Context: an optimization exercise on an open-source flow, tuned for small area, a short achievable clock period and few clock cycles. The choices shown serve that exercise and are no tape-out recipe.
Where RTL was checked, it was by simulation tests only, not by an equivalence proof against the original.

==> module muldiv, before the edit <==
module muldiv (result, valid, clock, reset, start, opera1, opera2, muordi);
output [63:0] result;
output valid;
input [31:0] opera1;
input [63:0] opera2;
input  start, reset, muordi, clock;
reg        valid;
reg        busy;       
reg        negcyc;     
reg        dv;         
reg        dvs;        
reg        pre;        
reg        post;       
reg        sa;         
reg        neg1;       
reg        c1r;        
reg        r1one, r1two;          
reg        r2one, r2two, r2neg;   
reg [3:0]  cnt;
reg [64:0] P;          
reg [32:0] M;          
assign result = P[63:0];
wire dolast = dv ? (cnt == 4'd15) : (cnt == 4'd7);
wire [31:0] Dm = M[31:0];
wire [7:0]  dnz, xnz, dab;
genvar gi;
generate for (gi = 0; gi < 8; gi = gi + 1) begin : g_nib
    assign dnz[gi] = |Dm[4*gi+3:4*gi];
    assign xnz[gi] = |P[4*gi+27:4*gi+24];
    if (gi == 7) begin : g_top
        assign dab[gi] = 1'b0;
    end else begin : g_low
        assign dab[gi] = dab[gi+1] | dnz[gi+1];
    end
end endgenerate
wire skip = dvs & ~P[63] & ~|P[62:56] & ~|(xnz & ~dab) & (cnt <= 4'd11);
wire [29:0] orl [0:5];    
assign orl[0] = {P[28:0], 1'b0};
genvar gk, gj;
generate for (gk = 0; gk < 5; gk = gk + 1) begin : g_orl
    for (gj = 0; gj < 30; gj = gj + 1) begin : g_b
        if (((gj >> gk) & 1) == 1) begin : g_op
            assign orl[gk+1][gj] = orl[gk][gj] | orl[gk][((gj >> gk) << gk) - 1];
        end else begin : g_pass
            assign orl[gk+1][gj] = orl[gk][gj];
        end
    end
end endgenerate
wire [29:0] Pneg = P[29:0] ^ orl[5];
wire [42:0] Mx = {{7{M[32]}}, M, 3'b000};
wire [36:0] Y = (({37{r1one}} & Mx[39:3]) | ({37{r1two}} & Mx[38:2])) ^ {37{neg1}};
wire [36:0] XA = dv ? {5'd0, P[61:30]} : {{4{P[64]}}, P[64:32]};
wire [36:0] YA = {Y[36:1], dv ? ~sa : Y[0]};
wire [36:0] ZA = {((({35{r2one}} & Mx[37:3]) | ({35{r2two}} & Mx[36:2]) |
                    ({35{dvs}} & Mx[39:5])) ^ {35{r2neg}}),
                  r2neg ^ (dvs & M[1]), dv ? (M[0] ^ r2neg) : neg1};
wire        cA = dv ? c1r : r2neg;
wire [36:0] SA = XA ^ YA ^ ZA;
wire [36:0] CA = {(XA[35:0] & YA[35:0]) | (XA[35:0] & ZA[35:0]) | (YA[35:0] & ZA[35:0]), cA};
wire [37:0] TTA = {SA, cA} + {CA, cA};
wire [36:0] TA = TTA[37:1];
wire [33:0] XB = P[63:30];
wire [33:0] YB = {Y[33:1], dvs ? sa : neg1};
wire [33:0] ZB = {34{dvs}} & {M[32], M};
wire        cB = dvs & c1r;
wire [33:0] SB = XB ^ YB ^ ZB;
wire [33:0] CB = {(XB[32:0] & YB[32:0]) | (XB[32:0] & ZB[32:0]) | (YB[32:0] & ZB[32:0]), cB};
wire [34:0] TTB = {SB, cB} + {CB, cB};
wire [33:0] TB = TTB[34:1];
wire [32:0] T1 = {P[62:31], c1r} + {M[31:0] ^ {32{neg1}}, c1r};
wire        t1n = T1[32];
wire [31:0] R2 = t1n ? TB[31:0] : TA[31:0];    
wire        q1 = ~t1n;
wire        q2 = ~R2[31];
function [2:0] booth;
    input x1, x0, xm;
    booth = {x0 ^ xm, (x1 & ~x0 & ~xm) | (~x1 & x0 & xm), x1};
endfunction
wire [2:0] bl1 = booth(opera1[1], opera1[0], 1'b0);
wire [2:0] bl2 = booth(opera1[3], opera1[2], opera1[1]);
wire [2:0] bs1 = booth(P[5], P[4], P[3]);
wire [2:0] bs2 = booth(P[7], P[6], P[5]);
wire fin_neg  = negcyc & ~pre;              
wire fin_step = ~negcyc & ~skip & dolast;   
wire to_neg   = fin_step & dv & post;       
wire finish   = fin_neg | (fin_step & ~to_neg);
always @(posedge clock or posedge reset)
begin
    if (reset) begin
        valid <= 1'b0;
        busy <= 1'b0;
    end else if (start) begin
        valid <= 1'b0;
        busy <= 1'b1;
    end else if (busy & finish) begin
        valid <= 1'b1;
        busy <= 1'b0;
    end
end
always @(posedge clock)
begin
    if (start) begin
        if (muordi)
            P <= {1'b0, opera2};
        else
            P <= {33'd0, opera1};
    end else if (busy) begin
        if (negcyc)
            P <= {1'b0, ~TB[33:0], Pneg};
        else if (skip)
            P <= {1'b0, P[55:0], 8'd0};
        else if (dv)
            P <= {R2[31], R2, P[29:0], q1, q2};
        else
            P <= {TA[36:4], TA[3:0], P[31:4]};
    end
end
always @(posedge clock)
begin
    if (~busy) begin
        dv <= muordi;
        negcyc <= muordi & opera2[63];
        dvs <= muordi & ~opera2[63];
        cnt <= 4'd0;
        pre <= opera2[63];
        post <= opera1[31] ^ opera2[63];
        sa <= opera1[31];
        if (muordi) begin
            neg1 <= opera2[63] ? ~|opera2[29:0] : 1'b1;
            c1r <= ~opera1[31];
            {r1one, r1two} <= {1'b0, ~opera2[63]};
            {r2one, r2two, r2neg} <= 3'b001;
            M <= {1'b0, opera1 ^ {32{opera1[31]}}};
        end else begin
            {r1one, r1two, neg1} <= bl1;
            {r2one, r2two, r2neg} <= bl2;
            M <= {opera2[63], opera2[31:0]};
        end
    end else begin
        if (negcyc) begin
            pre <= 1'b0;
            negcyc <= 1'b0;
            dvs <= 1'b1;
            neg1 <= 1'b1;
            c1r <= ~sa;
            r1two <= 1'b1;
        end else if (skip) begin
            cnt <= cnt + 4'd4;
            neg1 <= 1'b1;
            c1r <= ~sa;
        end else begin
            cnt <= cnt + 4'd1;
            if (dv) begin
                if (to_neg) begin
                    negcyc <= 1'b1;
                    dvs <= 1'b0;
                    r1two <= 1'b0;
                    neg1 <= ~|P[27:0] & ~q1 & ~q2;
                end else begin
                    neg1 <= q2;
                    c1r <= q2 ^ sa;
                end
            end else begin
                {r1one, r1two, neg1} <= bs1;
                {r2one, r2two, r2neg} <= bs2;
            end
        end
    end
end
endmodule
export LEC_CHECK = 0
export CAP_MARGIN = 20
export CORE_MARGIN = 2
export CORE_UTILIZATION = 45
export SLEW_MARGIN = 20
create_clock -name core_clock -period 14.0 [get_ports {clock}]
standard.sh (not shown) runs the stock make flow with config.mk's settings and CLKGATE_MAP_FILE= SYNTH_SCRIPT=/design/flow/synth_recipe.tcl, a recipe that flattens the netlist after the stock synthesis.
==> flow/flow/run.sh <==
#!/bin/bash
# Standard layout, except that the port buffers are the smallest buffer cell
# and the resizer's setup repair aims for more slack.
set -euo pipefail
export BUFFER_PORTS_ARGS="-buffer_cell sky130_fd_sc_hd__buf_1"
export SETUP_SLACK_MARGIN=9
bash standard.sh > standard_flow.log 2>&1
The first run completed with no timing, DRC or antenna violations.
Change:
--- a/flow/design.v
+++ b/flow/design.v
@@ -100,24 +100,6 @@
 always @(posedge clock)
 begin
     if (start) begin
-        if (muordi)
-            P <= {1'b0, opera2};
-        else
-            P <= {33'd0, opera1};
-    end else if (busy) begin
-        if (negcyc)
-            P <= {1'b0, ~TB[33:0], Pneg};
-        else if (skip)
-            P <= {1'b0, P[55:0], 8'd0};
-        else if (dv)
-            P <= {R2[31], R2, P[29:0], q1, q2};
-        else
-            P <= {TA[36:4], TA[3:0], P[31:4]};
-    end
-end
-always @(posedge clock)
-begin
-    if (~busy) begin
         dv <= muordi;
         negcyc <= muordi & opera2[63];
         dvs <= muordi & ~opera2[63];
@@ -131,13 +113,16 @@
             {r1one, r1two} <= {1'b0, ~opera2[63]};
             {r2one, r2two, r2neg} <= 3'b001;
             M <= {1'b0, opera1 ^ {32{opera1[31]}}};
+            P <= {1'b0, opera2};
         end else begin
             {r1one, r1two, neg1} <= bl1;
             {r2one, r2two, r2neg} <= bl2;
             M <= {opera2[63], opera2[31:0]};
+            P <= {33'd0, opera1};
         end
-    end else begin
+    end else if (busy) begin
         if (negcyc) begin
+            P <= {1'b0, ~TB[33:0], Pneg};
             pre <= 1'b0;
             negcyc <= 1'b0;
             dvs <= 1'b1;
@@ -146,11 +131,13 @@
             r1two <= 1'b1;
         end else if (skip) begin
             cnt <= cnt + 4'd4;
+            P <= {1'b0, P[55:0], 8'd0};
             neg1 <= 1'b1;
             c1r <= ~sa;
         end else begin
             cnt <= cnt + 4'd1;
             if (dv) begin
+                P <= {R2[31], R2, P[29:0], q1, q2};
                 if (to_neg) begin
                     negcyc <= 1'b1;
                     dvs <= 1'b0;
@@ -161,6 +148,7 @@
                     c1r <= q2 ^ sa;
                 end
             end else begin
+                P <= {TA[36:4], TA[3:0], P[31:4]};
                 {r1one, r1two, neg1} <= bs1;
                 {r2one, r2two, r2neg} <= bs2;
             end
After rerunning:
- flip-flop and latch count is unchanged
- design area decreases slightly
- fmax increases by a few percent
- clock skew is about the same
- clock-buffer cell count decreases by 3
- utilization decreases by 1.2 points
- worst setup slack is better by 0.11 ns
- die area increases slightly
- global-route usage increases by 0.62 points
- hold slack is better by 0.022 ns
Testbench counts after the change, summed over its fixed seeds: cycles 28,348.
Function not checked in the first run of this note: the RTL went through the layout flow alone.

* * *

== before ==
Another version of the RTL of muldiv (not shown whole).
Size in the first run: ~1600 cells after synthesis, roughly 120 flip-flops, about 14000 µm² of cells after synthesis.
==> module muldiv, before the edit <==
module muldiv (result, valid, clock, reset, start, opera1, opera2, muordi);
output [63:0] result;
output valid;
input [31:0] opera1;
input [63:0] opera2;
input  start, reset, muordi, clock;
reg        valid;
reg        busy;       
reg        negcyc;     
reg        dv;         
reg        dvs;        
reg        pre;        
reg        post;       
reg        sa;         
reg        neg1;       
reg        r1one, r1two;          
reg        r2one, r2two, r2neg;   
reg [3:0]  cnt;
reg [64:0] P;          
reg [32:0] M;          
assign result = P[63:0];
wire dolast = dv ? (cnt == 4'd15) : (cnt == 4'd7);
wire [31:0] Dm = M[31:0] ^ {32{sa}};
wire [7:0]  dnz, xnz, dab;
genvar gi;
generate for (gi = 0; gi < 8; gi = gi + 1) begin : g_nib
    assign dnz[gi] = |Dm[4*gi+3:4*gi];
    assign xnz[gi] = |P[4*gi+27:4*gi+24];
    if (gi == 7) assign dab[gi] = 1'b0;
    else         assign dab[gi] = dab[gi+1] | dnz[gi+1];
end endgenerate
wire skip = dvs & ~P[63] & ~|P[62:56] & ~|(xnz & ~dab) & (cnt <= 4'd11);
wire [40:0] Mz = {{6{M[32]}}, M, 2'b00};
wire [43:0] Mw = {{6{M[32]}}, M, 5'd0};
wire [35:0] A1 = {P[64], P[64], P[64:31]};
wire [35:0] B1 = (({36{dvs}} & Mz[37:2]) | ({36{r1one}} & Mz[36:1]) |
                  ({36{r1two}} & Mz[35:0])) ^ {36{neg1}};
wire        c1 = neg1 & ~negcyc;
wire [35:0] S1;
wire [36:0] T1 = {A1, c1} + {B1, c1};
assign S1 = T1[36:1];
wire        q1 = ~S1[31];
wire        neg2 = negcyc | (dvs & (S1[31] ^ ~sa)) | r2neg;
wire [38:0] A2x = {S1[35], S1[35], S1[35:3], dv ? S1[2] : neg2, S1[1:0], P[30]};
wire [38:0] A2 = negcyc ? {8'd0, P[30:0]} : A2x;
wire [38:0] B2 = (({39{dvs}} & Mw[43:5]) | ({39{r2one}} & Mw[39:1]) |
                  ({39{r2two}} & Mw[38:0])) ^ {39{neg2}};
wire        c2 = neg2 & ~negcyc;
wire [38:0] S2;
wire [39:0] T2 = {A2, c2} + {B2, c2};
assign S2 = T2[39:1];
wire        q2 = ~S2[31];
function [2:0] booth;
    input x1, x0, xm;
    booth = {x0 ^ xm, (x1 & ~x0 & ~xm) | (~x1 & x0 & xm), x1};
endfunction
wire [2:0] bl1 = booth(opera1[1], opera1[0], 1'b0);
wire [2:0] bl2 = booth(opera1[3], opera1[2], opera1[1]);
wire [2:0] bs1 = booth(P[5], P[4], P[3]);
wire [2:0] bs2 = booth(P[7], P[6], P[5]);
wire fin_neg  = negcyc & ~pre;              
wire fin_step = ~negcyc & ~skip & dolast;   
wire to_neg   = fin_step & dv & post;       
wire finish   = fin_neg | (fin_step & ~to_neg);
always @(posedge clock or posedge reset)
begin
    if (reset) begin
        valid <= 1'b0;
        busy <= 1'b0;
    end else if (start) begin
        valid <= 1'b0;
        busy <= 1'b1;
    end else if (busy & finish) begin
        valid <= 1'b1;
        busy <= 1'b0;
    end
end
always @(posedge clock)
begin
    if (start) begin
        dv <= muordi;
        negcyc <= muordi & opera2[63];
        dvs <= muordi & ~opera2[63];
        cnt <= 4'd0;
        pre <= opera2[63];
        post <= opera1[31] ^ opera2[63];
        sa <= opera1[31];
        if (muordi) begin
            neg1 <= opera2[63] ? ~|opera2[30:0] : ~opera1[31];
            {r1one, r1two} <= 2'b00;
            {r2one, r2two, r2neg} <= 3'b000;
            M <= {opera1[31], opera1};
            P <= {1'b0, opera2};
        end else begin
            {r1one, r1two, neg1} <= bl1;
            {r2one, r2two, r2neg} <= bl2;
            M <= {opera2[63], opera2[31:0]};
            P <= {33'd0, opera1};
        end
    end else if (busy) begin
        if (negcyc) begin
            P <= {1'b0, ~S1[32:0], ~S2[30:0]};
            pre <= 1'b0;
            negcyc <= 1'b0;
            dvs <= 1'b1;
            neg1 <= ~sa;
        end else if (skip) begin
            cnt <= cnt + 4'd4;
            P <= {1'b0, P[55:0], 8'd0};
            neg1 <= ~sa;
        end else begin
            cnt <= cnt + 4'd1;
            if (dv) begin
                P <= {S2[31], S2[31:0], P[29:0], q1, q2};
                if (to_neg) begin
                    negcyc <= 1'b1;
                    dvs <= 1'b0;
                    neg1 <= ~|P[28:0] & ~q1 & ~q2;
                end else
                    neg1 <= S2[31] ^ ~sa;
            end else begin
                P <= {S2[38:6], S2[5:4], S1[2:1], P[31:4]};
                {r1one, r1two, neg1} <= bs1;
                {r2one, r2two, r2neg} <= bs2;
            end
        end
    end
end
endmodule
==> flow/config.mk <==
export PLATFORM = sky130hd
export DESIGN_NAME = muldiv
export DESIGN_NICKNAME = muldiv
export VERILOG_FILES = /design/flow/design.v
export SDC_FILE = /design/flow/constraint.sdc
export NUM_CORES = 4
export LEC_CHECK = 0
export CAP_MARGIN = 20
export CORE_MARGIN = 2
export CORE_UTILIZATION = 45
export SLEW_MARGIN = 20
==> flow/constraint.sdc <==
create_clock -name core_clock -period 14.0 [get_ports {clock}]
set_input_delay 2.8000 -clock core_clock [delete_from_list [all_inputs] [get_ports {clock}]]
set_output_delay 2.8000 -clock core_clock [all_outputs]
set_load 0.01 [all_outputs]
==> flow/flow/run.sh <==
#!/bin/bash
# Standard layout, except that the port buffers are the smallest buffer cell
# and the resizer's setup repair aims for more slack.
set -euo pipefail
export BUFFER_PORTS_ARGS="-buffer_cell sky130_fd_sc_hd__buf_1"
export SETUP_SLACK_MARGIN=7
bash standard.sh > standard_flow.log 2>&1
Testbench counts of before, summed over its fixed seeds: cycles 28,348.
Input-level comparison between after and before:
-- flow/design.v --
<<< before, line 33
wire [40:0] Mz = {{6{M[32]}}, M, 2'b00};
wire [43:0] Mw = {{6{M[32]}}, M, 5'd0};
wire [35:0] A1 = {P[64], P[64], P[64:31]};
wire [35:0] B1 = (({36{dvs}} & Mz[37:2]) | ({36{r1one}} & Mz[36:1]) |
>>> after, line 33
wire [40:0] Mz = {{6{M[32]}}, M, 2'b00};
wire [43:0] Mw = {{6{M[32]}}, M, 5'd0};
wire [30:0] orl [0:5];    
assign orl[0] = {P[29:0], 1'b0};
genvar gk, gj;
generate for (gk = 0; gk < 5; gk = gk + 1) begin : g_orl
    for (gj = 0; gj < 31; gj = gj + 1) begin : g_b
        if ((gj >> gk) & 1) begin : g_op
            assign orl[gk+1][gj] = orl[gk][gj] | orl[gk][((gj >> gk) << gk) - 1];
        end else begin : g_pass
            assign orl[gk+1][gj] = orl[gk][gj];
        end
    end
end endgenerate
wire [30:0] Pneg = P[30:0] ^ orl[5];
wire [35:0] A1 = {P[64], P[64], P[64:31]};
wire [35:0] B1 = (({36{dvs}} & Mz[37:2]) | ({36{r1one}} & Mz[36:1]) |
<<< before, line 43
wire        neg2 = negcyc | (dvs & (S1[31] ^ ~sa)) | r2neg;
wire [38:0] A2x = {S1[35], S1[35], S1[35:3], dv ? S1[2] : neg2, S1[1:0], P[30]};
wire [38:0] A2 = negcyc ? {8'd0, P[30:0]} : A2x;
wire [38:0] B2 = (({39{dvs}} & Mw[43:5]) | ({39{r2one}} & Mw[39:1]) |
                  ({39{r2two}} & Mw[38:0])) ^ {39{neg2}};
wire        c2 = neg2 & ~negcyc;
wire [38:0] S2;
wire [39:0] T2 = {A2, c2} + {B2, c2};
>>> after, line 56
wire        neg2 = negcyc | (dvs & (S1[31] ^ ~sa)) | r2neg;
wire [38:0] A2x = {S1[35], S1[35], S1[35:3], dv ? S1[2] : neg2, S1[1:0], P[30]};
wire [38:0] A2 = A2x;
wire [38:0] B2 = (({39{dvs}} & Mw[43:5]) | ({39{r2one}} & Mw[39:1]) |
                  ({39{r2two}} & Mw[38:0])) ^ {39{neg2}};
wire        c2 = neg2;
wire [38:0] S2;
wire [39:0] T2 = {A2, c2} + {B2, c2};
<<< before, line 100
    end else if (busy) begin
        if (negcyc) begin
            P <= {1'b0, ~S1[32:0], ~S2[30:0]};
            pre <= 1'b0;
            negcyc <= 1'b0;
>>> after, line 113
    end else if (busy) begin
        if (negcyc) begin
            P <= {1'b0, ~S1[32:0], Pneg};
            pre <= 1'b0;
            negcyc <= 1'b0;
==> comparison <==
Delta (after minus before): first-pass detailed-route iteration total decreased 1, via count decreased 1.2%.
before → after: area of all placed cells without fillers now smaller, net count of the mapped netlist +11.
before vs after, startpoint of the worst setup timing path: r1one vs dvs
Looking at last element of the critical path, the P[58] result is from before; the P[63] one comes from after.
Function not checked in after: the RTL went through the layout flow alone.

[port drivers added, routing unchanged]
The flow's constraints put no driver on any port. The routed layouts listed below were extracted and timed again, unchanged, in two steps. Step 1 assumes that a clkbuf_16 drives the clock port and a buf_2 every other input. Step 2 adds t to the input delays and takes it off the output delays; t is the mean of the earliest and latest rising clock arrival at the registers after step 1. Input paths then give back, and output paths get back, about the clock's delay inside the block. Slacks: ideal ports / drivers / drivers and shift; pairs: ideal ports / drivers.
run | t, ns | setup WS [ns] | worst slew at a driven data input, ns
the first run of note 1 | 0.483 | 8.994 / 8.994 / 8.734 | 0.05
the second run of note 1 | 0.497 | 9.101 / 9.131 / 8.634 | 0.08
before | 0.493 | 7.187 / 7.187 / 7.187 | 0.04
after | 0.484 | 7.362 / 7.362 / 7.362 | 0.07
After both steps every run listed still meets setup and hold. For the second run of note 1, which loses most, drivers alone change the setup slack by +0.030 ns; drivers and shift together by -0.467 ns.
